What follows belongs to an exercise in optimizing a design on an open flow for small area; a production flow would make more cautious choices.
Only simulation tests tie the RTL to the original design; equivalence was not proved.
Power and IR drop assume default switching activity.

==> flow/design.v (outline; a module is shown in full before it is edited, if it fits) <==
// module blk_mem_gen_font: 20 lines
// module flexible_timer: 25 lines
// module Oled_Display: 313 lines
// module vga_sync: 61 lines
// module display_handler: 59 lines
// module debouncer: 40 lines
// module button_debouncer_array: 37 lines
// module off_module: 7 lines
// module welcome_drawer_oled: 6 lines
// module welcome_drawer_vga: 271 lines
// module welcome_mode_module: 33 lines
// module oled_keypad: 739 lines
// module key_to_ascii_converter: 63 lines
// module calc_mode_module: 85 lines
// module graph_mode_module: 73 lines
// module Top_Student: 297 lines
module Top_Student (
    input clk,
    input [4:0] btn,
    input [15:0] sw,
    output [7:0] JB,
    output VGA_Hsync,
    output VGA_Vsync,
    output [11:0] VGA_RGB,
    output [13:0] led,
    output [7:0] seg,
    output [3:0] an,
    output reg [1:0] current_main_mode
);
  // ...
==> flow/font.mem <==
00
00
00
00
00
00
00
00
7e
81
a5
81
bd
99
81
7e
7e
ff
db
ff
c3
e7
ff
7e
6c
fe
fe
fe
7c
38
10
00
10
38
7c
fe
7c
38
10
00
38
7c
38
fe
fe
7c
38
7c
10
10
38
7c
fe
7c
38
7c
60
f0
f0
60
00
00
00
00
ff
ff
e7
c3
c3
e7
ff
ff
78
cc
84
84
cc
78
00
00
ff
c3
99
bd
bd
99
c3
ff
0f
07
0f
7d
cc
cc
cc
78
78
cc
cc
cc
78
30
fc
30
3f
33
3f
30
30
70
f0
e0
7f
63
7f
63
63
67
e6
c0
99
5a
3c
e7
e7
3c
5a
99
80
e0
f8
fe
f8
e0
80
00
02
0e
3e
fe
3e
0e
02
00
30
78
fc
30
30
fc
78
30
cc
cc
cc
cc
cc
00
cc
00
7f
db
db
7b
1b
1b
1b
00
3e
63
38
6c
6c
38
cc
78
fc
fc
fc
00
00
00
00
00
18
3c
7e
18
7e
3c
18
ff
30
78
fc
30
30
30
30
00
30
30
30
30
fc
78
30
00
18
0c
fe
0c
18
00
00
00
30
60
fe
60
30
00
00
00
c0
c0
c0
fe
00
00
00
00
24
66
ff
66
24
00
00
00
18
3c
7e
ff
ff
00
00
00
ff
ff
7e
3c
18
00
00
00
00
00
00
00
00
00
00
00
60
f0
f0
60
60
00
60
00
d8
d8
d8
00
00
00
00
00
6c
6c
fe
6c
fe
6c
6c
00
30
7c
c0
78
0c
f8
30
00
c6
cc
18
30
66
c6
00
00
38
6c
38
76
dc
cc
76
00
60
60
c0
00
00
00
00
00
30
60
c0
c0
c0
60
30
00
c0
60
30
30
30
60
c0
00
66
3c
ff
3c
66
00
00
00
30
30
fc
30
30
00
00
00
60
60
c0
00
00
00
00
00
fc
00
00
00
00
00
00
00
c0
c0
00
00
00
00
00
00
06
0c
18
30
60
c0
80
00
7c
c6
ce
de
f6
e6
7c
00
30
70
30
30
30
30
fc
00
78
cc
0c
38
60
cc
fc
00
78
cc
0c
38
0c
cc
78
00
1c
3c
6c
cc
fe
0c
1e
00
fc
c0
f8
0c
0c
cc
78
00
38
60
c0
f8
cc
cc
78
00
fc
cc
0c
18
30
30
30
00
78
cc
cc
78
cc
cc
78
00
78
cc
cc
7c
0c
18
70
00
c0
c0
00
00
c0
c0
00
00
60
60
00
00
60
60
c0
00
18
30
60
c0
60
30
18
00
fc
00
00
fc
00
00
00
00
c0
60
30
18
30
60
c0
00
78
cc
0c
18
30
00
30
00
7c
c6
de
de
de
c0
78
00
30
78
cc
cc
fc
cc
cc
00
fc
66
66
7c
66
66
fc
00
3c
66
c0
c0
c0
66
3c
00
f8
6c
66
66
66
6c
f8
00
fe
62
68
78
68
62
fe
00
fe
62
68
78
68
60
f0
00
3c
66
c0
c0
ce
66
3e
00
cc
cc
cc
fc
cc
cc
cc
00
f0
60
60
60
60
60
f0
00
1e
0c
0c
0c
cc
cc
78
00
e6
66
6c
78
6c
66
e6
00
f0
60
60
60
62
66
fe
00
c6
ee
fe
fe
d6
c6
c6
00
c6
e6
f6
de
ce
c6
c6
00
38
6c
c6
c6
c6
6c
38
00
fc
66
66
7c
60
60
f0
00
78
cc
cc
cc
dc
78
1c
00
fc
66
66
7c
6c
66
e6
00
78
cc
e0
70
1c
cc
78
00
fc
b4
30
30
30
30
78
00
cc
cc
cc
cc
cc
cc
fc
00
cc
cc
cc
cc
cc
78
30
00
c6
c6
c6
d6
fe
ee
c6
00
c6
c6
6c
38
38
6c
c6
00
cc
cc
cc
78
30
30
78
00
fe
c6
8c
18
32
66
fe
00
f0
c0
c0
c0
c0
c0
f0
00
c0
60
30
18
0c
06
02
00
f0
30
30
30
30
30
f0
00
10
38
6c
c6
00
00
00
00
ff
00
00
00
00
00
00
00
c0
c0
60
00
00
00
00
00
78
0c
7c
cc
76
00
00
00
e0
60
60
7c
66
66
dc
00
78
cc
c0
cc
78
00
00
00
1c
0c
0c
7c
cc
cc
76
00
78
cc
fc
c0
78
00
00
00
38
6c
60
f0
60
60
f0
00
76
cc
cc
7c
0c
f8
00
00
e0
60
6c
76
66
66
e6
00
60
00
e0
60
60
60
f0
00
0c
00
0c
0c
0c
cc
cc
78
e0
60
66
6c
78
6c
e6
00
e0
60
60
60
60
60
f0
00
cc
fe
fe
d6
c6
00
00
00
f8
cc
cc
cc
cc
00
00
00
78
cc
cc
cc
78
00
00
00
dc
66
66
7c
60
f0
00
00
76
cc
cc
7c
0c
1e
00
00
dc
76
66
60
f0
00
00
00
7c
c0
78
0c
f8
00
00
00
20
60
f8
60
60
68
30
00
cc
cc
cc
cc
76
00
00
00
cc
cc
cc
78
30
00
00
00
c6
d6
fe
fe
6c
00
00
00
c6
6c
38
6c
c6
00
00
00
cc
cc
cc
7c
0c
f8
00
00
fc
98
30
64
fc
00
00
00
1c
30
30
e0
30
30
1c
00
c0
c0
c0
00
c0
c0
c0
00
e0
30
30
1c
30
30
e0
00
76
dc
00
00
00
00
00
00
10
38
6c
c6
c6
fe
00
00
78
cc
c0
cc
78
18
0c
78
cc
00
cc
cc
cc
7e
00
00
1c
00
78
cc
fc
c0
78
00
7e
c3
3c
06
3e
66
3f
00
cc
00
78
0c
7c
cc
7e
00
e0
00
78
0c
7c
cc
7e
00
30
30
78
0c
7c
cc
7e
00
78
c0
c0
78
0c
38
00
00
7e
c3
3c
66
7e
60
3c
00
cc
00
78
cc
fc
c0
78
00
e0
00
78
cc
fc
c0
78
00
cc
00
70
30
30
30
78
00
7c
c6
38
18
18
18
3c
00
e0
00
70
30
30
30
78
00
c6
38
6c
c6
fe
c6
c6
00
30
30
00
78
cc
fc
cc
00
1c
00
fc
60
78
60
fc
00
7f
0c
7f
cc
7f
00
00
00
3e
6c
cc
fe
cc
cc
ce
00
78
cc
00
78
cc
cc
78
00
cc
00
78
cc
cc
78
00
00
e0
00
78
cc
cc
78
00
00
78
cc
00
cc
cc
cc
7e
00
e0
00
cc
cc
cc
7e
00
00
cc
00
cc
cc
7c
0c
f8
00
c3
18
3c
66
66
3c
18
00
cc
00
cc
cc
cc
cc
78
00
18
18
7e
c0
c0
7e
18
18
38
6c
64
f0
60
e6
fc
00
cc
cc
78
fc
30
fc
30
30
f8
cc
cc
fa
c6
cf
c6
c7
0e
1b
18
3c
18
18
d8
70
1c
00
78
0c
7c
cc
7e
00
70
00
e0
60
60
60
f0
00
1c
00
78
cc
cc
78
00
00
1c
00
cc
cc
cc
7e
00
00
f8
00
f8
cc
cc
cc
00
00
fc
00
cc
ec
fc
dc
cc
00
78
d8
d8
7c
00
fc
00
00
70
d8
d8
70
00
f8
00
00
30
00
30
60
c0
cc
78
00
fc
c0
c0
00
00
00
00
00
fc
0c
0c
00
00
00
00
00
c3
c6
cc
de
33
66
cc
0f
c3
c6
cc
db
37
6f
cf
03
c0
c0
00
c0
c0
c0
c0
00
33
66
cc
66
33
00
00
00
cc
66
33
66
cc
00
00
00
22
88
22
88
22
88
22
88
55
aa
55
aa
55
aa
55
aa
db
77
db
ee
db
77
db
ee
c0
c0
c0
c0
c0
c0
c0
c0
18
18
18
18
f8
18
18
18
18
18
f8
18
f8
18
18
18
36
36
36
36
f6
36
36
36
fe
36
36
36
00
00
00
00
f8
18
f8
18
18
18
00
00
36
36
f6
06
f6
36
36
36
d8
d8
d8
d8
d8
d8
d8
d8
fe
06
f6
36
36
36
00
00
36
36
f6
06
fe
00
00
00
36
36
36
36
fe
00
00
00
18
18
f8
18
f8
00
00
00
f8
18
18
18
00
00
00
00
c0
c0
c0
c0
f8
00
00
00
18
18
18
18
ff
00
00
00
ff
18
18
18
00
00
00
00
c0
c0
c0
c0
f8
c0
c0
c0
ff
00
00
00
00
00
00
00
18
18
18
18
ff
18
18
18
c0
c0
f8
c0
f8
c0
c0
c0
d8
d8
d8
d8
dc
d8
d8
d8
d8
d8
dc
c0
fc
00
00
00
fc
c0
dc
d8
d8
d8
00
00
36
36
f7
00
ff
00
00
00
ff
00
f7
36
36
36
00
00
d8
d8
dc
c0
dc
d8
d8
d8
ff
00
ff
00
00
00
00
00
36
36
f7
00
f7
36
36
36
18
18
ff
00
ff
00
00
00
36
36
36
36
ff
00
00
00
ff
00
ff
18
18
18
00
00
ff
36
36
36
00
00
00
00
d8
d8
d8
d8
fc
00
00
00
c0
c0
f8
c0
f8
00
00
00
f8
c0
f8
c0
c0
c0
00
00
fc
d8
d8
d8
00
00
00
00
36
36
36
36
ff
36
36
36
18
18
ff
18
ff
18
18
18
18
18
18
18
f8
00
00
00
f8
c0
c0
c0
00
00
00
00
ff
ff
ff
ff
ff
ff
ff
ff
ff
ff
ff
ff
00
00
00
00
f0
f0
f0
f0
f0
f0
f0
f0
f0
f0
f0
f0
f0
f0
f0
f0
ff
ff
ff
ff
00
00
00
00
76
dc
c8
dc
76
00
00
00
78
cc
f8
cc
f8
c0
c0
00
fc
cc
c0
c0
c0
c0
00
00
fe
6c
6c
6c
6c
6c
00
00
fc
cc
60
30
60
cc
fc
00
7e
d8
d8
d8
70
00
00
00
66
66
66
66
7c
60
c0
00
76
dc
18
18
18
18
00
00
fc
30
78
cc
cc
78
30
fc
38
6c
c6
fe
c6
6c
38
00
38
6c
c6
c6
6c
6c
ee
00
1c
30
18
7c
cc
cc
78
00
7e
db
db
7e
00
00
00
00
06
0c
7e
db
db
7e
60
c0
38
60
c0
f8
c0
60
38
00
78
cc
cc
cc
cc
cc
cc
00
fc
00
fc
00
fc
00
00
00
30
30
fc
30
30
00
fc
00
60
30
18
30
60
00
fc
00
18
30
60
30
18
00
fc
00
70
d8
d8
c0
c0
c0
c0
c0
18
18
18
18
18
d8
d8
70
30
30
00
fc
00
30
30
00
76
dc
00
76
dc
00
00
00
70
d8
d8
70
00
00
00
00
c0
c0
00
00
00
00
00
00
c0
00
00
00
00
00
00
00
0f
0c
0c
0c
ec
6c
3c
1c
f0
d8
d8
d8
d8
00
00
00
e0
30
60
c0
f0
00
00
00
f0
f0
f0
f0
00
00
00
00
00
00
00
00
00
00
00
00
==> flow/run.sh <==
#!/bin/bash
# synth_recipe.tcl (not shown) runs the flow's synth.tcl, then flattens the netlist and writes it again
# the make line also repeats each setting of config.mk as NAME=value (left out here)
make -C /OpenROAD-flow-scripts/flow DESIGN_CONFIG=/design/flow/config.mk WORK_HOME=/design/flow/orfs CLKGATE_MAP_FILE= SYNTH_SCRIPT=/design/flow/synth_recipe.tcl finish
==> flow/config.mk <==
export PLATFORM = sky130hd
export DESIGN_NAME = Top_Student
export DESIGN_NICKNAME = Top_Student
export VERILOG_FILES = /design/flow/design.v
export SDC_FILE = /design/flow/constraint.sdc
export NUM_CORES = 4
export LEC_CHECK = 0
export CAP_MARGIN = 20
export CORE_MARGIN = 2
export CORE_UTILIZATION = 30
export PLACE_DENSITY = 0.4
export SLEW_MARGIN = 20
export SYNTH_MEMORY_MAX_BITS = 32768
==> flow/constraint.sdc <==
create_clock -name core_clock -period 12.0 [get_ports {clk}]
set_input_delay 2.4000 -clock core_clock [delete_from_list [all_inputs] [get_ports {clk}]]
set_output_delay 2.4000 -clock core_clock [all_outputs]
set_load 0.01 [all_outputs]
==> notes.md, run 1 <==
- Status: no timing/DRC/antenna violations
- Beginning of the worst register-to-register path: display_handler_inst.oled_display_inst.state[2]$_SDFFE_PN0P_
- Clock sink total: 1344
- Register-to-register setup slack: ~0.88 ns
- Clock latency reported for the late side of the worst-skew pair: 0.92 ns
- Multi-input gates: between 10000 and 15000
- Post-layout worst setup margin: 0.883 ns
- Worst hold path class: reg -> reg
- Clock Pin Slew Worst Setup and Hold Paths: about 0.06 ns
- Leading cell type in the layout, fill and taps excluded: nor2_1
- Crit. Startpoint: display_handler_inst.oled_display_inst.state[2]$_SDFFE_PN0P_
- Combinational fraction of design power: under 10%
- Layout area overhead: 10.6%
- Crit path largest cell delay: slightly below 0.6 ns
- Adder and majority gate portion of the synthesized area: 2.77%
- F_max: about 90 MHz
- Largest registers: shared_equation_buffer (512), oled_keypad_inst.expression_buffer (256), display_handler_inst.oled_display_inst.spi_word (40)
- First-pass iteration count of the detailed router: 9
- Data arrival time at the worst-slack endpoint: between 10 and 15 ns
- Length in cells of the worst reg-to-reg path: 41
- Initial Util: a little under a third
- Proportion of register bits with asynchronous set or reset after synthesis: 2.68%
- Most common cell in the synthesized netlist: nor2_1
- Max VDD drop: 105 µV
- Register name with the most flops: shared_equation_buffer
- Dominant combinational cell family by area after synthesis: compound AO/OA/AOI/OAI gates
- Remaining DRCs: 0
- I/O pin count: 72
==> module Top_Student, before the edit <==
module Top_Student (
    input clk,
    input [4:0] btn,
    input [15:0] sw,
    output [7:0] JB,
    output VGA_Hsync,
    output VGA_Vsync,
    output [11:0] VGA_RGB,
    output [13:0] led,
    output [7:0] seg,
    output [3:0] an,
    output reg [1:0] current_main_mode
);
    wire reset = ~sw[15];
    localparam MODE_OFF           = 2'b00;  
    localparam MODE_WELCOME       = 2'b01;  
    localparam MODE_CALCULATOR    = 2'b10;  
    localparam MODE_GRAPHER       = 2'b11;  
    wire [15:0] oled_data;
    wire [12:0] pixel_index;
    wire [15:0] off_screen_oled;
    wire [15:0] welcome_screen_oled;
    wire [15:0] calculator_screen_oled;
    wire [15:0] grapher_screen_oled;
    wire [15:0] keypad_oled_raw;
    wire [15:0] keypad_oled = ((current_main_mode == MODE_CALCULATOR) ||
                               (current_main_mode == MODE_GRAPHER)) ? keypad_oled_raw : 16'h0000;
    assign oled_data =
        (current_main_mode == MODE_OFF)        ? off_screen_oled :
        (current_main_mode == MODE_WELCOME)    ? welcome_screen_oled :
        (current_main_mode == MODE_CALCULATOR) ? keypad_oled :
        (current_main_mode == MODE_GRAPHER)    ? keypad_oled :
        16'h0000;
    wire [11:0] vga_pixel_data;
    wire [9:0] vga_x, vga_y;
    wire vga_p_tick;
    wire [11:0] off_screen_vga;
    wire [11:0] welcome_screen_vga;
    wire [11:0] calculator_screen_vga;
    wire [11:0] grapher_screen_vga;
    wire [11:0] selected_vga_data =
        (current_main_mode == MODE_OFF)        ? off_screen_vga :
        (current_main_mode == MODE_WELCOME)    ? welcome_screen_vga :
        (current_main_mode == MODE_CALCULATOR) ? calculator_screen_vga :
        (current_main_mode == MODE_GRAPHER)    ? grapher_screen_vga :
        12'h000;
    reg [11:0] vga_pixel_data_reg;
    assign vga_pixel_data = vga_pixel_data_reg;
    display_handler display_handler_inst(
        .clk(clk),
        .reset(reset),
        .oled_data(oled_data),
        .vga_pixel_data(vga_pixel_data),
        .pixel_index(pixel_index),
        .JB(JB),
        .VGA_Hsync(VGA_Hsync),
        .VGA_Vsync(VGA_Vsync),
        .VGA_RGB(VGA_RGB),
        .vga_x(vga_x),
        .vga_y(vga_y),
        .vga_p_tick(vga_p_tick)
    );
    wire        welcome_mode_req;
    wire [1:0]  welcome_mode_target;
    reg         welcome_mode_ack;
    wire [4:0] btn_debounced;
    button_debouncer_array button_debouncer_array_inst(
        .clk(clk),
        .reset(reset),
        .btn(btn),
        .btn_debounced(btn_debounced)
    );
    off_module off_module_inst(
        .off_screen_oled(off_screen_oled),
        .off_screen_vga(off_screen_vga)
    );
    welcome_mode_module welcome_mode_module_inst(
        .current_main_mode(current_main_mode),
        .btn(btn_debounced),
        .clk(clk),
        .reset(reset),
        .sw(sw),
        .mode_req(welcome_mode_req),
        .mode_target(welcome_mode_target),
        .mode_ack(welcome_mode_ack),
        .pixel_index(pixel_index),
        .oled_data(welcome_screen_oled),
        .vga_x(vga_x),
        .vga_y(vga_y),
        .vga_data(welcome_screen_vga)
    );
    wire [4:0] keypad_key_code;
    wire keypad_key_valid_raw;
    wire keypad_enable = ((current_main_mode == MODE_CALCULATOR) || (current_main_mode == MODE_GRAPHER));
    wire keypad_key_valid = keypad_key_valid_raw;   
    oled_keypad oled_keypad_inst(
        .clk(clk),
        .reset(reset),
        .enable(keypad_enable),        
        .pixel_index(pixel_index),
        .btn_debounced(btn_debounced),
        .oled_data(keypad_oled_raw),   
        .key_code(keypad_key_code),
        .key_valid(keypad_key_valid_raw)
    );
    wire [7:0] ascii_char;
    wire ascii_valid;
    wire [4:0] current_key_code;   
    key_to_ascii_converter ascii_converter_inst(
        .clk(clk),
        .rst(reset),
        .key_code(keypad_key_code),
        .key_valid(keypad_key_valid),
        .ascii_char(ascii_char),
        .char_valid(ascii_valid)
    );
    reg [4:0] key_code_reg;
    always @(posedge clk) begin
        if (reset) begin
            key_code_reg <= 0;
        end else if (keypad_key_valid) begin
            key_code_reg <= keypad_key_code;
        end
    end
    assign current_key_code = key_code_reg;
    reg [511:0] shared_equation_buffer;   
    reg [6:0] shared_equation_length;      
    reg shared_equation_complete;          
    always @(posedge clk) begin
        if (reset) begin
            shared_equation_length <= 0;
            shared_equation_complete <= 0;
            shared_equation_buffer <= 512'b0;
        end else begin
            if (ascii_valid) begin
                case (ascii_char)
                    8'h43: begin   
                        shared_equation_length <= 0;
                        shared_equation_complete <= 0;
                        shared_equation_buffer <= 512'b0;
                    end
                    8'h44: begin   
                        if (shared_equation_length > 0) begin
                            shared_equation_length <= shared_equation_length - 1;
                        end
                        shared_equation_complete <= 0;   
                    end
                    8'h3D: begin   
                        if (!shared_equation_complete) begin
                            shared_equation_complete <= 1;
                        end
                    end
                    default: begin   
                        case (current_key_code)
                            5'd15: begin   
                                if (shared_equation_length + 3 <= 64) begin
                                    shared_equation_buffer[shared_equation_length*8 +: 8] <= 8'h73;       
                                    shared_equation_buffer[(shared_equation_length+1)*8 +: 8] <= 8'h69;  
                                    shared_equation_buffer[(shared_equation_length+2)*8 +: 8] <= 8'h6E;  
                                    shared_equation_length <= shared_equation_length + 3;
                                    shared_equation_complete <= 0;   
                                end
                            end
                            5'd16: begin   
                                if (shared_equation_length + 3 <= 64) begin
                                    shared_equation_buffer[shared_equation_length*8 +: 8] <= 8'h63;       
                                    shared_equation_buffer[(shared_equation_length+1)*8 +: 8] <= 8'h6F;  
                                    shared_equation_buffer[(shared_equation_length+2)*8 +: 8] <= 8'h73;  
                                    shared_equation_length <= shared_equation_length + 3;
                                    shared_equation_complete <= 0;   
                                end
                            end
                            5'd17: begin   
                                if (shared_equation_length + 3 <= 64) begin
                                    shared_equation_buffer[shared_equation_length*8 +: 8] <= 8'h74;       
                                    shared_equation_buffer[(shared_equation_length+1)*8 +: 8] <= 8'h61;  
                                    shared_equation_buffer[(shared_equation_length+2)*8 +: 8] <= 8'h6E;  
                                    shared_equation_length <= shared_equation_length + 3;
                                    shared_equation_complete <= 0;   
                                end
                            end
                            5'd18: begin   
                                if (shared_equation_length + 2 <= 64) begin
                                    shared_equation_buffer[shared_equation_length*8 +: 8] <= 8'h6C;       
                                    shared_equation_buffer[(shared_equation_length+1)*8 +: 8] <= 8'h6E;  
                                    shared_equation_length <= shared_equation_length + 2;
                                    shared_equation_complete <= 0;   
                                end
                            end
                            5'd19: begin   
                                if (shared_equation_length + 1 <= 64) begin
                                    shared_equation_buffer[shared_equation_length*8 +: 8] <= 8'hFB;
                                    shared_equation_length <= shared_equation_length + 1;
                                    shared_equation_complete <= 0;   
                                end
                            end
                            5'd20: begin   
                                if (shared_equation_length + 1 <= 64) begin
                                    shared_equation_buffer[shared_equation_length*8 +: 8] <= 8'hE3;
                                    shared_equation_length <= shared_equation_length + 1;
                                    shared_equation_complete <= 0;   
                                end
                            end
                            5'd21: begin   
                                if (shared_equation_length + 1 <= 64) begin
                                    shared_equation_buffer[shared_equation_length*8 +: 8] <= 8'h65;
                                    shared_equation_length <= shared_equation_length + 1;
                                    shared_equation_complete <= 0;   
                                end
                            end
                            5'd28: begin   
                                if (shared_equation_length + 1 <= 64) begin
                                    shared_equation_buffer[shared_equation_length*8 +: 8] <= 8'h21;
                                    shared_equation_length <= shared_equation_length + 1;
                                    shared_equation_complete <= 0;   
                                end
                            end
                            default: begin   
                                if (shared_equation_length < 64) begin
                                    shared_equation_buffer[shared_equation_length*8 +: 8] <= ascii_char;
                                    shared_equation_length <= shared_equation_length + 1;
                                    shared_equation_complete <= 0;   
                                end
                            end
                        endcase
                    end
                endcase
            end
        end
    end
    always @(posedge clk) begin
        if (reset) begin
            vga_pixel_data_reg <= 12'h000;   
        end else begin
            vga_pixel_data_reg <= selected_vga_data;
        end
    end
    assign led = {
        current_main_mode,                
        shared_equation_length[6:1],      
        keypad_key_valid,                 
        keypad_key_code                   
    };
    assign seg = 8'b11111111;   
    assign an  = 4'b1111;       
    calc_mode_module calc_mode_module_inst(
        .clk(clk),
        .reset(reset),
        .shared_buffer(shared_equation_buffer),
        .shared_length(shared_equation_length),
        .shared_complete(shared_equation_complete),
        .pixel_index(pixel_index),
        .oled_data(calculator_screen_oled),
        .vga_x(vga_x),
        .vga_y(vga_y),
        .vga_p_tick(vga_p_tick),
        .vga_data(calculator_screen_vga)
    );
    graph_mode_module graph_mode_module_inst(
        .clk(clk),
        .reset(reset),
        .shared_buffer(shared_equation_buffer),
        .shared_length(shared_equation_length),
        .shared_complete(shared_equation_complete),
        .pixel_index(pixel_index),
        .oled_data(grapher_screen_oled),
        .vga_x(vga_x),
        .vga_y(vga_y),
        .vga_p_tick(vga_p_tick),
        .vga_data(grapher_screen_vga)
    );
    reg resetted;
    always @ (posedge clk or posedge reset) begin
        if (reset) begin
            current_main_mode <= MODE_OFF;
            resetted <= 1'b0;
            welcome_mode_ack <= 1'b0;
        end else begin
            if (~resetted) begin
                current_main_mode <= MODE_WELCOME;
                resetted <= 1'b1;
                welcome_mode_ack <= 1'b0;
            end else begin
                if (current_main_mode == MODE_WELCOME) begin
                    if (welcome_mode_req) begin
                        current_main_mode <= welcome_mode_target;
                        welcome_mode_ack <= 1'b1;  
                    end else begin
                        welcome_mode_ack <= 1'b0;
                    end
                end else begin
                    welcome_mode_ack <= 1'b0;
                end
            end
        end
    end
endmodule
==> run 2, diff against run 1 <==
==> flow/design.v (replaced) <==
module glyph_rom (
    input      [5:0] code,
    input      [2:0] row,
    output reg [7:0] data
);
    always @(*) begin
        case ({code, row})
            9'd0: data = 8'h7C;
            9'd1: data = 8'hC6;
            9'd2: data = 8'hCE;
            9'd3: data = 8'hDE;
            9'd4: data = 8'hF6;
            9'd5: data = 8'hE6;
            9'd6: data = 8'h7C;
            9'd8: data = 8'h30;
            9'd9: data = 8'h70;
            9'd10: data = 8'h30;
            9'd11: data = 8'h30;
            9'd12: data = 8'h30;
            9'd13: data = 8'h30;
            9'd14: data = 8'hFC;
            9'd16: data = 8'h78;
            9'd17: data = 8'hCC;
            9'd18: data = 8'h0C;
            9'd19: data = 8'h38;
            9'd20: data = 8'h60;
            9'd21: data = 8'hCC;
            9'd22: data = 8'hFC;
            9'd24: data = 8'h78;
            9'd25: data = 8'hCC;
            9'd26: data = 8'h0C;
            9'd27: data = 8'h38;
            9'd28: data = 8'h0C;
            9'd29: data = 8'hCC;
            9'd30: data = 8'h78;
            9'd32: data = 8'h1C;
            9'd33: data = 8'h3C;
            9'd34: data = 8'h6C;
            9'd35: data = 8'hCC;
            9'd36: data = 8'hFE;
            9'd37: data = 8'h0C;
            9'd38: data = 8'h1E;
            9'd40: data = 8'hFC;
            9'd41: data = 8'hC0;
            9'd42: data = 8'hF8;
            9'd43: data = 8'h0C;
            9'd44: data = 8'h0C;
            9'd45: data = 8'hCC;
            9'd46: data = 8'h78;
            9'd48: data = 8'h38;
            9'd49: data = 8'h60;
            9'd50: data = 8'hC0;
            9'd51: data = 8'hF8;
            9'd52: data = 8'hCC;
            9'd53: data = 8'hCC;
            9'd54: data = 8'h78;
            9'd56: data = 8'hFC;
            9'd57: data = 8'hCC;
            9'd58: data = 8'h0C;
            9'd59: data = 8'h18;
            9'd60: data = 8'h30;
            9'd61: data = 8'h30;
            9'd62: data = 8'h30;
            9'd64: data = 8'h78;
            9'd65: data = 8'hCC;
            9'd66: data = 8'hCC;
            9'd67: data = 8'h78;
            9'd68: data = 8'hCC;
            9'd69: data = 8'hCC;
            9'd70: data = 8'h78;
            9'd72: data = 8'h78;
            9'd73: data = 8'hCC;
            9'd74: data = 8'hCC;
            9'd75: data = 8'h7C;
            9'd76: data = 8'h0C;
            9'd77: data = 8'h18;
            9'd78: data = 8'h70;
            9'd80: data = 8'h30;
            9'd81: data = 8'h30;
            9'd82: data = 8'hFC;
            9'd83: data = 8'h30;
            9'd84: data = 8'h30;
            9'd88: data = 8'hFC;
            9'd96: data = 8'h66;
            9'd97: data = 8'h3C;
            9'd98: data = 8'hFF;
            9'd99: data = 8'h3C;
            9'd100: data = 8'h66;
            9'd104: data = 8'h06;
            9'd105: data = 8'h0C;
            9'd106: data = 8'h18;
            9'd107: data = 8'h30;
            9'd108: data = 8'h60;
            9'd109: data = 8'hC0;
            9'd110: data = 8'h80;
            9'd112: data = 8'h10;
            9'd113: data = 8'h38;
            9'd114: data = 8'h6C;
            9'd115: data = 8'hC6;
            9'd120: data = 8'h7C;
            9'd121: data = 8'hC0;
            9'd122: data = 8'h78;
            9'd123: data = 8'h0C;
            9'd124: data = 8'hF8;
            9'd128: data = 8'h78;
            9'd129: data = 8'hCC;
            9'd130: data = 8'hC0;
            9'd131: data = 8'hCC;
            9'd132: data = 8'h78;
            9'd136: data = 8'h20;
            9'd137: data = 8'h60;
            9'd138: data = 8'hF8;
            9'd139: data = 8'h60;
            9'd140: data = 8'h60;
            9'd141: data = 8'h68;
            9'd142: data = 8'h30;
            9'd144: data = 8'hE0;
            9'd145: data = 8'h60;
            9'd146: data = 8'h60;
            9'd147: data = 8'h60;
            9'd148: data = 8'h60;
            9'd149: data = 8'h60;
            9'd150: data = 8'hF0;
            9'd152: data = 8'h0F;
            9'd153: data = 8'h0C;
            9'd154: data = 8'h0C;
            9'd155: data = 8'h0C;
            9'd156: data = 8'hEC;
            9'd157: data = 8'h6C;
            9'd158: data = 8'h3C;
            9'd159: data = 8'h1C;
            9'd160: data = 8'hFE;
            9'd161: data = 8'h6C;
            9'd162: data = 8'h6C;
            9'd163: data = 8'h6C;
            9'd164: data = 8'h6C;
            9'd165: data = 8'h6C;
            9'd168: data = 8'h78;
            9'd169: data = 8'hCC;
            9'd170: data = 8'hFC;
            9'd171: data = 8'hC0;
            9'd172: data = 8'h78;
            9'd176: data = 8'hC0;
            9'd177: data = 8'hC0;
            9'd184: data = 8'hF8;
            9'd185: data = 8'hCC;
            9'd186: data = 8'hCC;
            9'd187: data = 8'hCC;
            9'd188: data = 8'hCC;
            9'd192: data = 8'h3C;
            9'd193: data = 8'h66;
            9'd194: data = 8'hC0;
            9'd195: data = 8'hC0;
            9'd196: data = 8'hC0;
            9'd197: data = 8'h66;
            9'd198: data = 8'h3C;
            9'd200: data = 8'h30;
            9'd201: data = 8'h60;
            9'd202: data = 8'hC0;
            9'd203: data = 8'hC0;
            9'd204: data = 8'hC0;
            9'd205: data = 8'h60;
            9'd206: data = 8'h30;
            9'd208: data = 8'hC0;
            9'd209: data = 8'h60;
            9'd210: data = 8'h30;
            9'd211: data = 8'h30;
            9'd212: data = 8'h30;
            9'd213: data = 8'h60;
            9'd214: data = 8'hC0;
            9'd216: data = 8'hF8;
            9'd217: data = 8'h6C;
            9'd218: data = 8'h66;
            9'd219: data = 8'h66;
            9'd220: data = 8'h66;
            9'd221: data = 8'h6C;
            9'd222: data = 8'hF8;
            9'd224: data = 8'h60;
            9'd225: data = 8'hF0;
            9'd226: data = 8'hF0;
            9'd227: data = 8'h60;
            9'd228: data = 8'h60;
            9'd230: data = 8'h60;
            9'd232: data = 8'h60;
            9'd234: data = 8'hE0;
            9'd235: data = 8'h60;
            9'd236: data = 8'h60;
            9'd237: data = 8'h60;
            9'd238: data = 8'hF0;
            9'd240: data = 8'h78;
            9'd241: data = 8'hCC;
            9'd242: data = 8'hCC;
            9'd243: data = 8'hCC;
            9'd244: data = 8'h78;
            9'd248: data = 8'h78;
            9'd249: data = 8'h0C;
            9'd250: data = 8'h7C;
            9'd251: data = 8'hCC;
            9'd252: data = 8'h76;
            9'd256: data = 8'hFC;
            9'd259: data = 8'hFC;
            9'd264: data = 8'hFE;
            9'd265: data = 8'h62;
            9'd266: data = 8'h68;
            9'd267: data = 8'h78;
            9'd268: data = 8'h68;
            9'd269: data = 8'h62;
            9'd270: data = 8'hFE;
            9'd272: data = 8'h30;
            9'd273: data = 8'h78;
            9'd274: data = 8'hCC;
            9'd275: data = 8'hCC;
            9'd276: data = 8'hFC;
            9'd277: data = 8'hCC;
            9'd278: data = 8'hCC;
            9'd280: data = 8'hF0;
            9'd281: data = 8'h60;
            9'd282: data = 8'h60;
            9'd283: data = 8'h60;
            9'd284: data = 8'h62;
            9'd285: data = 8'h66;
            9'd286: data = 8'hFE;
            9'd288: data = 8'hCC;
            9'd289: data = 8'hCC;
            9'd290: data = 8'hCC;
            9'd291: data = 8'hCC;
            9'd292: data = 8'hCC;
            9'd293: data = 8'hCC;
            9'd294: data = 8'hFC;
            9'd296: data = 8'hFC;
            9'd297: data = 8'hB4;
            9'd298: data = 8'h30;
            9'd299: data = 8'h30;
            9'd300: data = 8'h30;
            9'd301: data = 8'h30;
            9'd302: data = 8'h78;
            9'd304: data = 8'h38;
            9'd305: data = 8'h6C;
            9'd306: data = 8'hC6;
            9'd307: data = 8'hC6;
            9'd308: data = 8'hC6;
            9'd309: data = 8'h6C;
            9'd310: data = 8'h38;
            9'd312: data = 8'hFC;
            9'd313: data = 8'h66;
            9'd314: data = 8'h66;
            9'd315: data = 8'h7C;
            9'd316: data = 8'h6C;
            9'd317: data = 8'h66;
            9'd318: data = 8'hE6;
            9'd320: data = 8'h3C;
            9'd321: data = 8'h66;
            9'd322: data = 8'hC0;
            9'd323: data = 8'hC0;
            9'd324: data = 8'hCE;
            9'd325: data = 8'h66;
            9'd326: data = 8'h3E;
            9'd328: data = 8'hFC;
            9'd329: data = 8'h66;
            9'd330: data = 8'h66;
            9'd331: data = 8'h7C;
            9'd332: data = 8'h60;
            9'd333: data = 8'h60;
            9'd334: data = 8'hF0;
            9'd336: data = 8'hCC;
            9'd337: data = 8'hCC;
            9'd338: data = 8'hCC;
            9'd339: data = 8'hFC;
            9'd340: data = 8'hCC;
            9'd341: data = 8'hCC;
            9'd342: data = 8'hCC;
            9'd344: data = 8'h80;
            9'd345: data = 8'hE0;
            9'd346: data = 8'hF8;
            9'd347: data = 8'hFE;
            9'd348: data = 8'hF8;
            9'd349: data = 8'hE0;
            9'd350: data = 8'h80;
            default: data = 8'h00;
        endcase
    end
endmodule
`timescale 1ns / 1ps
module Top_Student (
    input clk,
    input [4:0] btn,
    input [15:0] sw,
    output [7:0] JB,
    output VGA_Hsync,
    output VGA_Vsync,
    output [11:0] VGA_RGB,
    output [13:0] led,
    output [7:0] seg,
    output [3:0] an,
    output reg [1:0] current_main_mode
);
    wire reset = ~sw[15];
    localparam [5:0] CH_EQ = 6'd32, CH_E = 6'd33, CH_A = 6'd34, CH_L = 6'd35,
                     CH_U = 6'd36, CH_T = 6'd37, CH_O = 6'd38, CH_R = 6'd39,
                     CH_G = 6'd40, CH_P = 6'd41, CH_H = 6'd42, CH_ARROW = 6'd43,
                     CH_BLANK = 6'd63;
    reg [1:0] ph;
    reg [9:0] hc, vc;
    reg       hs_r, vs_r;
    always @(posedge clk or posedge reset) begin
        if (reset) begin
            ph   <= 2'd0;
            hc   <= 10'd0;
            vc   <= 10'd0;
            hs_r <= 1'b0;
            vs_r <= 1'b0;
        end else begin
            ph <= ph + 2'd1;
            if (ph == 2'd0) begin
                if (hc == 10'd799) begin
                    hc <= 10'd0;
                    vc <= (vc == 10'd524) ? 10'd0 : vc + 10'd1;
                end else begin
                    hc <= hc + 10'd1;
                end
            end
            hs_r <= (hc >= 10'd656) && (hc <= 10'd751);
            vs_r <= (vc >= 10'd513) && (vc <= 10'd514);
        end
    end
    wire ph0 = (ph == 2'd0);
    wire ph1 = (ph == 2'd1);
    wire ph2 = (ph == 2'd2);
    wire ph3 = (ph == 2'd3);
    assign VGA_Hsync = hs_r;
    assign VGA_Vsync = vs_r;
    wire video_on = (hc < 10'd640) && (vc < 10'd480);
    reg [4:0] bsync, bff, bout, bprev;
    reg [9:0] bcnt [0:4];
    integer i;
    always @(posedge clk) begin
        bprev <= bout;
        if (reset) begin
            bsync <= 5'd0;
            bff   <= 5'd0;
            bout  <= 5'd0;
        end else begin
            bsync <= btn;
            for (i = 0; i < 5; i = i + 1) begin
                bout[i] <= ~bff[i] & bsync[i];
                if (~bff[i] & bsync[i]) begin
                    bff[i]  <= 1'b1;
                    bcnt[i] <= 10'd0;
                end else if (bff[i] & ~bsync[i]) begin
                    if (bcnt[i] != 10'd999)
                        bcnt[i] <= bcnt[i] + 10'd1;
                    else
                        bff[i] <= 1'b0;
                end
            end
        end
    end
    reg req, tgt, sel, sel_d;
    wire welcome = (current_main_mode == 2'b01);
    always @(posedge clk or posedge reset) begin
        if (reset)
            current_main_mode <= 2'b00;
        else if (current_main_mode == 2'b00)
            current_main_mode <= 2'b01;
        else if (welcome && req)
            current_main_mode <= {1'b1, tgt};
    end
    always @(posedge clk) begin
        sel_d <= sel;
        if (welcome && bout[0])
            tgt <= sel;
        if (reset) begin
            req <= 1'b0;
            sel <= 1'b0;
        end else begin
            req <= welcome & (req | bout[0]);
            if (welcome) begin
                if (bout[4])
                    sel <= 1'b1;
                else if (bout[1])
                    sel <= 1'b0;
            end
        end
    end
    reg [19:0] blink;
    always @(posedge clk) begin
        if (reset)
            blink <= 20'd0;
        else if (blink >= 20'd1000000)
            blink <= 20'd0;
        else
            blink <= blink + 20'd1;
    end
    wire vis = (blink < 20'd500000);
    reg       kpage;
    reg [1:0] srow;
    reg [2:0] scol;
    reg [4:0] klen;
    reg [4:0] kcode;
    reg       kvalid;
    reg [4:0] kbuf [0:9];
    wire       en = current_main_mode[1];
    wire [4:0] pr = en ? bprev : 5'd0;    
    reg [4:0] kc;
    always @(*) begin
        kc = 5'd0;
        if (!kpage) begin
            case ({srow, scol})
                5'b00_000: kc = 5'd7;
                5'b00_001: kc = 5'd8;
                5'b00_010: kc = 5'd9;
                5'b00_011: kc = 5'd13;
                5'b00_100: kc = 5'd24;
                5'b01_000: kc = 5'd4;
                5'b01_001: kc = 5'd5;
                5'b01_010: kc = 5'd6;
                5'b01_011: kc = 5'd12;
                5'b01_100: kc = 5'd27;
                5'b10_000: kc = 5'd1;
                5'b10_001: kc = 5'd2;
                5'b10_010: kc = 5'd3;
                5'b10_011: kc = 5'd11;
                5'b10_100: kc = 5'd10;
                5'b11_000: kc = 5'd0;
                5'b11_001: kc = 5'd22;
                5'b11_010: kc = 5'd14;
                5'b11_011: kc = 5'd19;
                5'b11_100: kc = 5'd23;
                default:   kc = 5'd0;
            endcase
        end else begin
            case ({srow, scol[1:0]})
                4'b00_00: kc = 5'd15;
                4'b00_01: kc = 5'd16;
                4'b00_10: kc = 5'd17;
                4'b01_00: kc = 5'd25;
                4'b01_01: kc = 5'd26;
                4'b01_10: kc = 5'd28;
                4'b10_00: kc = 5'd18;
                4'b10_01: kc = 5'd20;
                4'b10_10: kc = 5'd21;
                default:  kc = 5'd0;
            endcase
        end
    end
    function [1:0] nchars;           
        input [4:0] k;
        nchars = (k == 5'd15 || k == 5'd16 || k == 5'd17) ? 2'd2 :
                 (k == 5'd18) ? 2'd1 : 2'd0;
    endfunction
    function [4:0] char1;
        input [4:0] k;
        char1 = (k == 5'd15) ? 5'd29 : (k == 5'd16) ? 5'd30 :
                (k == 5'd17) ? 5'd31 : 5'd23;
    endfunction
    function [4:0] char2;
        input [4:0] k;
        char2 = (k == 5'd16) ? 5'd15 : 5'd23;
    endfunction
    function [19:0] lanes;
        input [4:0] k;
        input [1:0] b;
        reg [4:0] s0, s1, s2;
        begin
            s0 = k; s1 = char1(k); s2 = char2(k);
            case (b)
                2'd0: lanes = {5'd0, s2, s1, s0};
                2'd1: lanes = {s2, s1, s0, 5'd0};
                2'd2: lanes = {s1, s0, 5'd0, s2};
                default: lanes = {s0, 5'd0, s2, s1};
            endcase
        end
    endfunction
    wire [1:0] kn = nchars(kc);
    wire k_is_op = (kc == 5'd10) || (kc == 5'd11) || (kc == 5'd12) || (kc == 5'd13);
    wire k_ctrl = (kc == 5'd23) || (kc == 5'd24) || (kc == 5'd27) || k_is_op;
    wire k_fits = (kn == 2'd2) ? (klen < 5'd29) : (kn == 2'd1) ? (klen < 5'd30) : (klen < 5'd31);
    wire centre = pr[0] & ~pr[1] & ~pr[2] & ~pr[3] & ~pr[4];
    wire k_op_wr = centre & k_is_op & (klen != 5'd0);
    wire k_app = centre & ~k_ctrl & k_fits;
    wire [4:0] kbase = k_is_op ? 5'd0 : klen;
    wire [1:0] kwn = k_is_op ? 2'd0 : kn;
    wire [19:0] klanes = lanes(kc, kbase[1:0]);
    always @(posedge clk) begin
        if (k_op_wr | k_app) begin
            for (i = 0; i < 10; i = i + 1) begin
                if ((kbase == i) || (kwn != 2'd0 && kbase + 5'd1 == i) ||
                    (kwn == 2'd2 && kbase + 5'd2 == i))
                    kbuf[i] <= klanes[(i % 4) * 5 +: 5];
            end
        end
    end
    always @(posedge clk) begin
        if (reset) begin
            kpage  <= 1'b0;
            srow   <= 2'd0;
            scol   <= 3'd0;
            klen   <= 5'd0;
            kcode  <= 5'd0;
            kvalid <= 1'b0;
        end else begin
            kvalid <= 1'b0;
            if (pr[1]) begin                                   
                if (srow != 2'd0) srow <= srow - 2'd1;
            end else if (pr[4]) begin                          
                if (!kpage) begin
                    if (srow != 2'd3) srow <= srow + 2'd1;
                end else begin
                    if (srow < 2'd2) srow <= srow + 2'd1;
                end
            end else if (pr[2]) begin                          
                if (scol == 3'd0 && kpage) begin
                    kpage <= 1'b0;
                    srow  <= 2'd0;
                    scol  <= 3'd4;
                end else if (scol != 3'd0) begin
                    scol <= scol - 3'd1;
                end
            end else if (pr[3]) begin                          
                if (!kpage) begin
                    if (scol == 3'd4) begin
                        kpage <= 1'b1;
                        srow  <= 2'd0;
                        scol  <= 3'd0;
                    end else begin
                        scol <= scol + 3'd1;
                    end
                end else begin
                    if (scol < 3'd2) scol <= scol + 3'd1;
                end
            end else if (pr[0]) begin                          
                kvalid <= 1'b1;
                kcode  <= kc;
                if (kc == 5'd24)
                    klen <= 5'd0;
                else if (kc == 5'd27) begin
                    if (klen != 5'd0) klen <= klen - 5'd1;
                end else if (k_is_op) begin
                    if (klen != 5'd0) klen <= 5'd1;
                end else if (kc == 5'd23)
                    klen <= 5'd0;
                else if (k_fits)
                    klen <= klen + {3'd0, kn} + 5'd1;
            end
        end
    end
    reg       kv_d;                  
    reg [6:0] len;
    reg       complete;
    reg [4:0] sbuf [0:63];
    wire [1:0] kn_s = nchars(kcode);
    wire       s_fits = (kn_s == 2'd2) ? (len < 7'd62) : (kn_s == 2'd1) ? (len < 7'd63) : (len < 7'd64);
    wire       s_ctrl = (kcode == 5'd23) || (kcode == 5'd24) || (kcode == 5'd27);
    wire       s_app = kv_d & ~s_ctrl & s_fits;
    wire [19:0] slanes = lanes(kcode, len[1:0]);
    always @(posedge clk) begin
        if (s_app) begin
            for (i = 0; i < 64; i = i + 1) begin
                if ((len == i) || (kn_s != 2'd0 && len + 7'd1 == i) ||
                    (kn_s == 2'd2 && len + 7'd2 == i))
                    sbuf[i] <= slanes[(i % 4) * 5 +: 5];
            end
        end
    end
    always @(posedge clk) begin
        if (reset) begin
            kv_d     <= 1'b0;
            len      <= 7'd0;
            complete <= 1'b0;
        end else begin
            kv_d <= kvalid;
            if (kv_d) begin
                if (kcode == 5'd24) begin
                    len      <= 7'd0;
                    complete <= 1'b0;
                end else if (kcode == 5'd27) begin
                    if (len != 7'd0) len <= len - 7'd1;
                    complete <= 1'b0;
                end else if (kcode == 5'd23) begin
                    complete <= 1'b1;
                end else if (s_fits) begin
                    len      <= len + {5'd0, kn_s} + 7'd1;
                    complete <= 1'b0;
                end
            end
        end
    end
    assign led = {current_main_mode, len[6:1], kvalid, kcode};
    assign seg = 8'b11111111;
    assign an  = 4'b1111;
    reg [4:0] st;
    reg [5:0] cnt;
    reg [9:0] dly;
    reg       pix;
    reg [3:0] flo;           
    reg [6:0] fx, fy;
    reg       obit;          
    wire fbegin  = (flo == 4'd0) && (fx == 7'd0) && (fy == 7'd0);
    wire sending = (st == 5'd31);
    wire [4:0] nst = (st == 5'd30) ? (fbegin ? 5'd31 : 5'd30) :
                     (st == 5'd31) ? ((fx == 7'd95 && fy == 7'd63) ? 5'd27 : 5'd31) :
                     st + 5'd1;
    reg [5:0] nbits;
    reg [9:0] ndly;
    always @(*) begin
        case (nst)
            5'd1, 5'd2:  begin nbits = 6'd0;  ndly = 10'd18;  end
            5'd4, 5'd8, 5'd23:
                         begin nbits = 6'd8;  ndly = 10'd1;   end
            5'd24:       begin nbits = 6'd40; ndly = 10'd1;   end
            5'd25:       begin nbits = 6'd0;  ndly = 10'd125; end
            5'd26:       begin nbits = 6'd8;  ndly = 10'd625; end
            5'd27:       begin nbits = 6'd0;  ndly = 10'd1;   end
            5'd28, 5'd29:begin nbits = 6'd24; ndly = 10'd1;   end
            5'd30:       begin nbits = 6'd0;  ndly = 10'd0;   end
            5'd31:       begin nbits = 6'd16; ndly = 10'd0;   end
            5'd0:        begin nbits = 6'd0;  ndly = 10'd125; end
            default:     begin nbits = 6'd16; ndly = 10'd1;   end
        endcase
    end
    always @(posedge clk) begin
        if (reset) begin
            st  <= 5'd0;
            cnt <= 6'd0;
            dly <= 10'd0;
            flo <= 4'd0;
            fx  <= 7'd0;
            fy  <= 7'd0;
        end else if (ph3) begin
            if (fy == 7'd67 && fx == 7'd78 && flo == 4'd5) begin
                flo <= 4'd0;
                fx  <= 7'd0;
                fy  <= 7'd0;
            end else begin
                flo <= flo + 4'd1;
                if (flo == 4'd15) begin
                    if (fx == 7'd95) begin
                        fx <= 7'd0;
                        fy <= fy + 7'd1;
                    end else begin
                        fx <= fx + 7'd1;
                    end
                end
            end
            if (cnt > 6'd1) begin
                cnt <= cnt - 6'd1;
            end else if (dly != 10'd0) begin
                cnt <= 6'd0;
                dly <= dly - 10'd1;
            end else begin
                st  <= nst;
                cnt <= nbits;
                dly <= ndly;
            end
        end
    end
    always @(posedge clk) begin
        if (ph3 && cnt <= 6'd1 && dly == 10'd0)
            pix <= current_main_mode[1] & obit;
    end
    reg [39:0] word;
    always @(*) begin
        case (st)
            5'd3:  word = 40'hFD12;
            5'd4:  word = 40'hAE;
            5'd5:  word = 40'hA072;
            5'd6:  word = 40'hA100;
            5'd7:  word = 40'hA200;
            5'd8:  word = 40'hA4;
            5'd9:  word = 40'hA83F;
            5'd10: word = 40'hAD8E;
            5'd11: word = 40'hB00B;
            5'd12: word = 40'hB131;
            5'd13: word = 40'hB3F0;
            5'd14: word = 40'h8A64;
            5'd15: word = 40'h8B78;
            5'd16: word = 40'h8C64;
            5'd17: word = 40'hBB3A;
            5'd18: word = 40'hBE3E;
            5'd19: word = 40'h8706;
            5'd20: word = 40'h8191;
            5'd21: word = 40'h8250;
            5'd22: word = 40'h837D;
            5'd23: word = 40'h25;
            5'd24: word = 40'h2500005F3F;
            5'd26: word = 40'hAF;
            5'd28: word = 40'h15005F;
            5'd29: word = 40'h75003F;
            5'd31: word = {40{pix}};
            default: word = 40'h0;
        endcase
    end
    wire [5:0] bitn = cnt - 6'd1;
    wire busy = (cnt != 6'd0);
    assign JB[0] = ~busy;
    assign JB[1] = busy & word[bitn];
    assign JB[2] = 1'b0;
    assign JB[3] = ph[1] | ~busy;
    assign JB[4] = sending;
    assign JB[5] = (st != 5'd1);
    assign JB[6] = (st >= 5'd25);
    oled_power_enable oled_power_enable_inst (
        .reset(reset),
        .pmoden(JB[7])
    );
    wire [6:0] ox = sending ? fx : 7'd0;
    wire [5:0] oy = sending ? fy[5:0] : 6'd0;
    reg       d_in_input, d_in_kp, d_cursor, d_selcell;
    reg [3:0] d_idx;
    reg [2:0] d_fcol, d_frow;
    reg [5:0] d_label;
    reg [1:0] d_r;
    reg [2:0] d_c;
    reg [2:0] d_bx;
    reg [5:0] d_by;
    reg [6:0] d_x0;
    reg [4:0] d_w;
    reg [6:0] d_dx;
    reg [5:0] d_dy;
    always @(*) begin
        d_in_input = 1'b0;
        d_in_kp    = 1'b0;
        d_cursor   = 1'b0;
        d_idx      = 4'd0;
        d_fcol     = 3'd0;
        d_frow     = 3'd0;
        d_label    = CH_BLANK;
        d_r        = 2'd0;
        d_c        = 3'd0;
        d_x0       = 7'd0;
        d_w        = 5'd0;
        d_by       = 6'd0;
        d_dx       = 7'd0;
        d_dy       = 6'd0;
        if (oy <= 6'd7) begin
            d_frow = oy[2:0];
            if      (ox >= 7'd2  && ox <= 7'd9)  begin d_idx = 4'd0; d_x0 = 7'd2;  d_in_input = 1'b1; end
            else if (ox >= 7'd11 && ox <= 7'd18) begin d_idx = 4'd1; d_x0 = 7'd11; d_in_input = 1'b1; end
            else if (ox >= 7'd20 && ox <= 7'd27) begin d_idx = 4'd2; d_x0 = 7'd20; d_in_input = 1'b1; end
            else if (ox >= 7'd29 && ox <= 7'd36) begin d_idx = 4'd3; d_x0 = 7'd29; d_in_input = 1'b1; end
            else if (ox >= 7'd38 && ox <= 7'd45) begin d_idx = 4'd4; d_x0 = 7'd38; d_in_input = 1'b1; end
            else if (ox >= 7'd47 && ox <= 7'd54) begin d_idx = 4'd5; d_x0 = 7'd47; d_in_input = 1'b1; end
            else if (ox >= 7'd56 && ox <= 7'd63) begin d_idx = 4'd6; d_x0 = 7'd56; d_in_input = 1'b1; end
            else if (ox >= 7'd65 && ox <= 7'd72) begin d_idx = 4'd7; d_x0 = 7'd65; d_in_input = 1'b1; end
            else if (ox >= 7'd74 && ox <= 7'd81) begin d_idx = 4'd8; d_x0 = 7'd74; d_in_input = 1'b1; end
            else if (ox >= 7'd83 && ox <= 7'd90) begin d_idx = 4'd9; d_x0 = 7'd83; d_in_input = 1'b1; end
            d_dx = ox - d_x0;
            d_fcol = d_dx[2:0];
            d_in_input = d_in_input && ({1'b0, d_idx} < klen);
            d_cursor = vis && ({2'b00, ox} == {4'd0, klen} * 9 + 9'd2);
        end else if (oy >= 6'd12) begin
            if (!kpage) begin
                if (ox < 7'd95) begin
                    if      (oy < 6'd25) begin d_r = 2'd0; d_by = 6'd14; end
                    else if (oy < 6'd38) begin d_r = 2'd1; d_by = 6'd27; end
                    else if (oy < 6'd51) begin d_r = 2'd2; d_by = 6'd40; end
                    else                 begin d_r = 2'd3; d_by = 6'd53; end
                    if      (ox < 7'd19) begin d_c = 3'd0; d_x0 = 7'd5;  end
                    else if (ox < 7'd38) begin d_c = 3'd1; d_x0 = 7'd24; end
                    else if (ox < 7'd57) begin d_c = 3'd2; d_x0 = 7'd43; end
                    else if (ox < 7'd76) begin d_c = 3'd3; d_x0 = 7'd62; end
                    else                 begin d_c = 3'd4; d_x0 = 7'd81; end
                    d_dx = ox - d_x0;
                    d_dy = oy - d_by;
                    if (ox >= d_x0 && d_dx < 7'd8 && oy >= d_by && d_dy < 6'd8) begin
                        d_in_kp = 1'b1;
                        d_fcol  = d_dx[2:0];
                        d_frow  = d_dy[2:0];
                    end
                    case ({d_r, d_c})
                        5'b00_000: d_label = 6'd7;
                        5'b00_001: d_label = 6'd8;
                        5'b00_010: d_label = 6'd9;
                        5'b00_011: d_label = 6'd13;
                        5'b00_100: d_label = 6'd24;
                        5'b01_000: d_label = 6'd4;
                        5'b01_001: d_label = 6'd5;
                        5'b01_010: d_label = 6'd6;
                        5'b01_011: d_label = 6'd12;
                        5'b01_100: d_label = 6'd27;
                        5'b10_000: d_label = 6'd1;
                        5'b10_001: d_label = 6'd2;
                        5'b10_010: d_label = 6'd3;
                        5'b10_011: d_label = 6'd11;
                        5'b10_100: d_label = 6'd10;
                        5'b11_000: d_label = 6'd0;
                        5'b11_001: d_label = 6'd22;
                        5'b11_010: d_label = 6'd14;
                        5'b11_011: d_label = 6'd19;
                        5'b11_100: d_label = CH_EQ;
                        default:   d_label = CH_BLANK;
                    endcase
                end
            end else begin
                if      (oy < 6'd29) begin d_r = 2'd0; d_by = 6'd16; end
                else if (oy < 6'd46) begin d_r = 2'd1; d_by = 6'd33; end
                else                 begin d_r = 2'd2; d_by = 6'd50; end
                if      (ox < 7'd32) d_c = 3'd0;
                else if (ox < 7'd64) d_c = 3'd1;
                else                 d_c = 3'd2;
                case ({d_r, d_c[1:0]})
                    4'b00_00, 4'b00_01, 4'b00_10: d_w = 5'd24;
                    4'b10_00:                     d_w = 5'd16;
                    default:                      d_w = 5'd8;
                endcase
                d_x0 = {d_c[1:0], 5'd0} + ((d_w == 5'd24) ? 7'd4 : (d_w == 5'd16) ? 7'd8 : 7'd12);
                d_dx = ox - d_x0;
                d_dy = oy - d_by;
                if (ox >= d_x0 && d_dx < {2'b00, d_w} && oy >= d_by && d_dy < 6'd8) begin
                    d_in_kp = 1'b1;
                    d_fcol  = d_dx[2:0];
                    d_frow  = d_dy[2:0];
                end
                case ({d_r, d_c[1:0], d_dx[4:3]})
                    6'b00_00_00: d_label = 6'd15;
                    6'b00_00_01: d_label = 6'd29;
                    6'b00_00_10: d_label = 6'd23;
                    6'b00_01_00: d_label = 6'd16;
                    6'b00_01_01: d_label = 6'd30;
                    6'b00_01_10: d_label = 6'd15;
                    6'b00_10_00: d_label = 6'd17;
                    6'b00_10_01: d_label = 6'd31;
                    6'b00_10_10: d_label = 6'd23;
                    6'b01_00_00: d_label = 6'd25;
                    6'b01_01_00: d_label = 6'd26;
                    6'b01_10_00: d_label = 6'd28;
                    6'b10_00_00: d_label = 6'd18;
                    6'b10_00_01: d_label = 6'd23;
                    6'b10_01_00: d_label = 6'd20;
                    6'b10_10_00: d_label = 6'd21;
                    default:     d_label = CH_BLANK;
                endcase
            end
        end
        d_selcell = d_in_kp && (d_r == srow) && (d_c == scol);
    end
    reg       a_buf;
    reg [5:0] a_code;
    reg [2:0] a_row;
    always @(posedge clk) begin
        if (ph1) begin
            a_buf  <= d_in_input;
            a_code <= d_in_input ? {2'b00, d_idx} : d_in_kp ? d_label : CH_BLANK;
            a_row  <= d_frow;
        end else if (ph2 && a_buf) begin
            a_code <= {1'b0, kbuf[a_code[3:0]]};
        end
    end
    wire [9:0] tx = hc - 10'd69;
    wire       t_before_len = (tx[9:3] < len);
    wire [5:0] calc_code = t_before_len ? {1'b0, sbuf[tx[8:3]]} : CH_BLANK;
    wire [2:0] calc_row = vc[2:0] - 3'd1;
    wire yb1 = (vc >= 10'd208) && (vc < 10'd216);
    wire yb2 = (vc >= 10'd224) && (vc < 10'd232);
    wire yb3 = (vc >= 10'd272) && (vc < 10'd280);
    wire yb4 = (vc >= 10'd308) && (vc < 10'd316);
    wire wr1 = yb1 && (hc >= 10'd296) && (hc < 10'd344);
    wire wr2 = yb2 && (hc >= 10'd280) && (hc < 10'd360);
    wire wa3 = yb3 && (hc >= 10'd272) && (hc < 10'd280);
    wire wr3 = yb3 && (hc >= 10'd280) && (hc < 10'd360);
    wire wa4 = yb4 && (hc >= 10'd284) && (hc < 10'd292);
    wire wr4 = yb4 && (hc >= 10'd292) && (hc < 10'd348);
    wire wtext = wr1 | wr2 | wr3 | wr4;
    wire wreg_s  = wtext | (~sel & wa3)   | (sel & wa4);
    wire wreg_sd = wtext | (~sel_d & wa3) | (sel_d & wa4);
    wire [9:0] w1x = hc - 10'd296;
    wire [9:0] w2x = hc - 10'd280;
    wire [9:0] w4x = hc - 10'd292;
    reg [5:0] wel_code;
    always @(*) begin
        wel_code = CH_BLANK;
        if (wr1) begin
            case (w1x[5:3])
                3'd0, 3'd1: wel_code = CH_E;
                3'd2, 3'd4: wel_code = 6'd2;
                3'd3:       wel_code = 6'd0;
                default:    wel_code = 6'd6;
            endcase
        end else if (wr2 | wr3) begin
            case (w2x[6:3])
                4'd0, 4'd3: wel_code = 6'd24;
                4'd1, 4'd6: wel_code = CH_A;
                4'd2, 4'd5: wel_code = CH_L;
                4'd4:       wel_code = CH_U;
                4'd7:       wel_code = CH_T;
                4'd8:       wel_code = CH_O;
                default:    wel_code = CH_R;
            endcase
        end else if ((~sel & wa3) | (sel & wa4)) begin
            wel_code = CH_ARROW;
        end else if (wr4) begin
            case (w4x[5:3])
                3'd0:       wel_code = CH_G;
                3'd1, 3'd6: wel_code = CH_R;
                3'd2:       wel_code = CH_A;
                3'd3:       wel_code = CH_P;
                3'd4:       wel_code = CH_H;
                default:    wel_code = CH_E;
            endcase
        end
    end
    wire [2:0] wel_row = yb4 ? (vc[2:0] ^ 3'd4) : vc[2:0];
    wire [2:0] wcol_next = (hc[2:0] + 3'd1) ^ (yb4 ? 3'd4 : 3'd0);
    wire [2:0] wel_bit = 3'd0 - wcol_next;
    wire [5:0] r_code = ph1 ? calc_code : ph2 ? wel_code : a_code;
    wire [2:0] r_row  = ph1 ? calc_row  : ph2 ? wel_row  : a_row;
    wire [2:0] r_bit  = ph1 ? (3'd7 - tx[2:0]) : ph2 ? wel_bit : (3'd7 - d_fcol);
    wire [7:0] r_data;
    glyph_rom glyph_rom_inst (
        .code(r_code),
        .row(r_row),
        .data(r_data)
    );
    wire r_pix = r_data[r_bit];
    reg t_pix;         
    reg w_pix, w_pix0;
    always @(posedge clk) begin
        if (ph1) t_pix <= r_pix;
        if (ph2) begin
            w_pix  <= r_pix;
            w_pix0 <= r_data[0];
        end
        if (ph3) obit <= d_cursor | (d_in_input & r_pix) | (d_in_kp & (d_selcell ^ r_pix));
    end
    reg w_on;
    always @(posedge clk)
        w_on <= wreg_s & (wreg_sd ? w_pix : w_pix0);
    localparam [2:0] C_BLACK = 3'd0, C_WHITE = 3'd1, C_RED = 3'd2,
                     C_GREEN = 3'd3, C_GRAY = 3'd4, C_LBLUE = 3'd5;
    wire rows_txt = (vc >= 10'd41) && (vc < 10'd49);
    wire render   = rows_txt && t_before_len;
    wire cur_here = vis && complete && rows_txt && (tx[2:0] == 3'd0) && (tx[9:3] == len);
    wire in_xbox  = (hc >= 10'd61) && (hc <= 10'd581);
    wire in_box   = in_xbox && (vc >= 10'd25) && (vc <= 10'd65);
    wire border   = (vc == 10'd25) || (vc == 10'd65) || (hc == 10'd61) || (hc == 10'd581);
    wire in_graph = in_xbox && (vc >= 10'd75) && (vc <= 10'd470);
    reg [2:0] col_next;
    always @(*) begin
        case (current_main_mode)
            2'b00: col_next = C_BLACK;
            2'b01: col_next = w_on ? C_WHITE : C_BLACK;
            2'b10: col_next = render ? (t_pix ? C_WHITE : C_BLACK) :
                              cur_here ? (len[6] ? C_RED : C_GREEN) :
                              in_box ? (border ? C_WHITE : C_BLACK) : C_GRAY;
            default: col_next = render ? (t_pix ? C_WHITE : C_BLACK) :
                                in_box ? (border ? C_WHITE : C_BLACK) :
                                in_graph ? C_LBLUE : C_GRAY;
        endcase
    end
    reg [2:0] col1;
    always @(posedge clk) begin
        if (reset) col1 <= C_BLACK;
        else col1 <= col_next;
    end
    reg [2:0] col2;
    always @(posedge clk or posedge reset) begin
        if (reset) col2 <= C_BLACK;
        else if (ph0) col2 <= col1;
    end
    reg [11:0] rgb;
    always @(*) begin
        case (col2)
            C_WHITE: rgb = 12'hFFF;
            C_RED:   rgb = 12'hF00;
            C_GREEN: rgb = 12'h0F0;
            C_GRAY:  rgb = 12'h888;
            C_LBLUE: rgb = 12'hCCF;
            default: rgb = 12'h000;
        endcase
    end
    assign VGA_RGB = video_on ? rgb : 12'h000;
endmodule
module oled_power_enable (
    input  reset,
    output pmoden
);
    assign pmoden = !reset;
endmodule
removed: flow/font.mem
==> notes.md, run 2 <==
- Die Ht: 354 µm (was 622 µm)
- Global route total overflow: 0 (unchanged)
- Final setup vio count: 0 (unchanged)
- Sum of negative setup slack: 0 ns (unchanged)
- Largest registers: sbuf (320), bcnt (50), kbuf (50) (was shared_equation_buffer (512), oled_keypad_inst.expression_buffer (256), display_handler_inst.oled_display_inst.spi_word (40))
- Part of the cycle the worst path needs: 72.6% (was 92.6%)
- Post-layout worst setup margin: 3.29 ns (was 0.883 ns)
- CP dominant cell by count: buf_4 (was nand2_1)
- I/O pin count: 72 (unchanged)
- First-pass iteration count of the detailed router: 7 (was 9)
- Leading cell type in the layout, fill and taps excluded: edfxtp_1 (was nor2_1)
- Global-route usage over all layers: 23.4% (was 36.3%)
- Fillers: 12400 (was 41600)
- Data arrival time at the worst-slack endpoint: 9.11 ns (was 11.94 ns)
- Cell at the slowest stage of the critical path: dfrtp_1 (was fa_1)
- Top library cells by usage in the layout, fill and taps aside: edfxtp_1 (436), nor2_1 (401), nand2_1 (382) (was nor2_1 (2257), nand2_1 (2113), a21oi_1 (2071))
- Top post-synthesis cells by area: edfxtp_1 (36%), dfxtp_1 (6.1%), ha_1 (4.9%) (was dfxtp_1 (21%), a21oi_1 (9.1%), o21ai_0 (8.2%))
- Synth Area per Inst: 9.22 µm² (was 6.91 µm²)
- Via-per-instance ratio: 5.85 (was 6.65)
- Shortest period the worst path allows: 8.71 ns (was 11.12 ns)
- Status: no timing/DRC/antenna violations (unchanged)
- Residual antenna-violating net count after detailed routing: 0 (unchanged)
- Register name with the most flops: sbuf (was shared_equation_buffer)
- Proportion of register bits with asynchronous set or reset after synthesis: 5.03% (was 2.68%)
- Post-Synthesis Cell Area: 36700 µm² (was 115000 µm²)
- Clock tree from TritonCTS: yes (unchanged)
- Crit path largest cell delay: 0.77 ns (was 0.58 ns)
- F_max: 115 MHz (was 89.9 MHz)
- Initial Util: 30.2% (was 30.1%)
- CTS max path bufs: 3 (was 4)
- Number of H-tree levels: 3 (was 4)
- Average wire per cell in the routed design: 26.8 µm (was 35.0 µm)
- Worst setup slack before clock tree synthesis: 3.46 ns (was 0.565 ns)
- Share of synthesized area occupied by flip-flops and latches: 43.8% (was 24.7%)
- Capturing element type of the critical path: register (unchanged)
- Worst hold path class: reg -> reg (unchanged)
- Crit. Startpoint: hc[3]$_DFFE_PN0N_ (was display_handler_inst.oled_display_inst.state[2]$_SDFFE_PN0P_)
- Clock sink total: 577 (was 1344)
- Worst setup path category: reg -> reg (unchanged)
- Remaining DRCs: 0 (unchanged)
- Critical Path Fanout Max: 32 (was 14)
- Origin of the worst min-delay path: bout[3]$_SDFF_PN0_ (was oled_keypad_inst.font_rom.rom_q[3]$_SDFF_PN0_)
- Max VDD drop: 88.4 µV (was 105 µV)
- Buffers added on ports: 43 (unchanged)
- First-pass GRT wire length: 221000 µm (was 1030000 µm)
- Clock latency reported for the late side of the worst-skew pair: 0.67 ns (was 0.92 ns)
- Synth top area share: 35.7% (was 20.6%)
- Cell Count Post-Placement: 5497 (was 20700)
- Synthesized instance count: 3975 (was 16600)
- Number of storage elements in the synthesis netlist: 577 (was 1344)
- Area leader, netlist: edfxtp_1 (was dfxtp_1)
- Most common flop cell mapped by yosys: edfxtp_1 (was dfxtp_1)
- Max-slew headroom at the worst pin: 18.5% (was 4.21%)
- Clock Pin Slew Worst Setup and Hold Paths: 0.07 ns (was 0.06 ns)
- Core ar.: 122000 µm² (was 381000 µm²)
- Required time of the critical path: 12.40 ns (was 12.82 ns)
- Antenna violations before repair: 10 (was 70)
- Total wire length: 151000 µm (was 737000 µm)
- Die width: 354 µm (was 622 µm)
- Total buffers and inverters traversed by the critical path: 5 (was 7)
- Most common cell in the synthesized netlist: edfxtp_1 (was nor2_1)
- Post-CTS setup buffer count: 0 (unchanged)
- Leakage: 14.1 nW (was 43.5 nW)
- DPL Wire Length: 104000 µm (was 493000 µm)
- RSZ-0062 raised after global routing: no (unchanged)
- Layout area overhead: 13.7% (was 10.6%)
- Count of distinct cell types in the synthesized netlist: 105 (was 124)
- Beginning of the worst register-to-register path: hc[3]$_DFFE_PN0N_ (was display_handler_inst.oled_display_inst.state[2]$_SDFFE_PN0P_)
- Max-cap violations: 0 (unchanged)
- Setup crit start kind: register (unchanged)
- Share of post-route cells with drive strength above 1: 9.03% (was 9.22%)
-- run 2: changes by cell type in the layout (fill, tap and decap cells not counted), sizes merged, moves of 257 or more --
cell | previous run | this run
o21ai | 1881 | 239
mux4 | 261 | 4
nand2 | 2125 | 385
buf | 535 | 134
edfxtp | 128 | 436
nor2 | 2311 | 407
nor3 | 382 | 108
dfxtp | 1180 | 112
a21oi | 2088 | 278
-- run 2: through the flow --
| stage | hold slack (ns) | total power (W) | cell area, µm² |
|---|---|---|---|
| floorplan | 0.310 | 0.00245 | 36700 |
| global placement | 0.312 | 0.00257 | 39000 |
| detailed placement | 0.320 | 0.00257 | 39000 |
| CTS | 0.333 | 0.00498 | 41600 |
| global route | 0.341 | 0.00509 | 41700 |
| finish | 0.330 | 0.00493 | 41700 |
-- run 2: final timing paths --
kind / cells after the start / to / slack (ns)
worst max-delay path: 27 / obit$_DFFE_PP_ / 3.29
worst min-delay path: 0 / bprev[3]$_DFF_P_ / 0.33
max in group asynchronous: 2 / hs_r$_DFF_PN0_ / 9.51
worst max register to register: 27 / obit$_DFFE_PP_ / 3.29
worst min register to register: 0 / bprev[3]$_DFF_P_ / 0.33
min in group asynchronous: 1 / ph[0]$_DFF_PN0_ / 1.68
-- run 2: cell type report --
class                           count  area [µm²]  area share (%)
Multi-Input combinational cell   2984       19000            45.7
Sequential cell                   577       16100            38.5
Tap cell                         1625        2030            4.88
Clock buffer                       95        1990            4.77
Timing Repair Buffer              177        1440            3.45
Clock inverter                     37         593            1.42
Inverter                          137         514            1.23
Antenna cell                        1        2.50         0.00601
-- run 2: cell families after synthesis --
logic type	count (synthesis)	synth area share [%]
simple gates	1437	18.6
other cells	2	0.0205
fa+ha+maj	152	5.33
buf+inv	425	4.94
flops	577	43.8
compound gates	1190	22.2
mux	71	2.16
xor+xnor	121	2.91
-- run 2: layer usage --
layer / routed length, µm / vias to the layer above / global-route usage, %
met2: 65900 / 1487 / 35.6
met5: 0 / - / 0
met1: 69100 / 16200 / 34.0
li1: - / 15000 / -
met3: 11300 / 251 / 3.68
met4: 4350 / 0 / 6.91
-- run 2: power breakdown --
group | switching (W) | internal [W]
clock | 0.000952 | 0.00144
sequential | 0.0000303 | 0.00217
combinational | 0.000217 | 0.000110

==> separate check: timing with driven ports <==
Ports are ideal in the flow. The routed layouts listed here were re-timed in OpenROAD.
Step 1, drivers: a clkbuf_16 drives clk and a buf_2 each remaining input, both assumed.
Step 2 also shifts input and output timing later by t, the mid clock arrival at the registers, as if the neighbouring blocks saw the same clock.
Slacks: ideal / step 1 / step 2; pairs: ideal / step 1.
run	t (ns)	setup WS [ns]
run 1	0.988	0.883 / 0.883 / 0.883
run 2	0.731	3.285 / 3.285 / 3.285
After both steps every run listed still meets setup and hold.
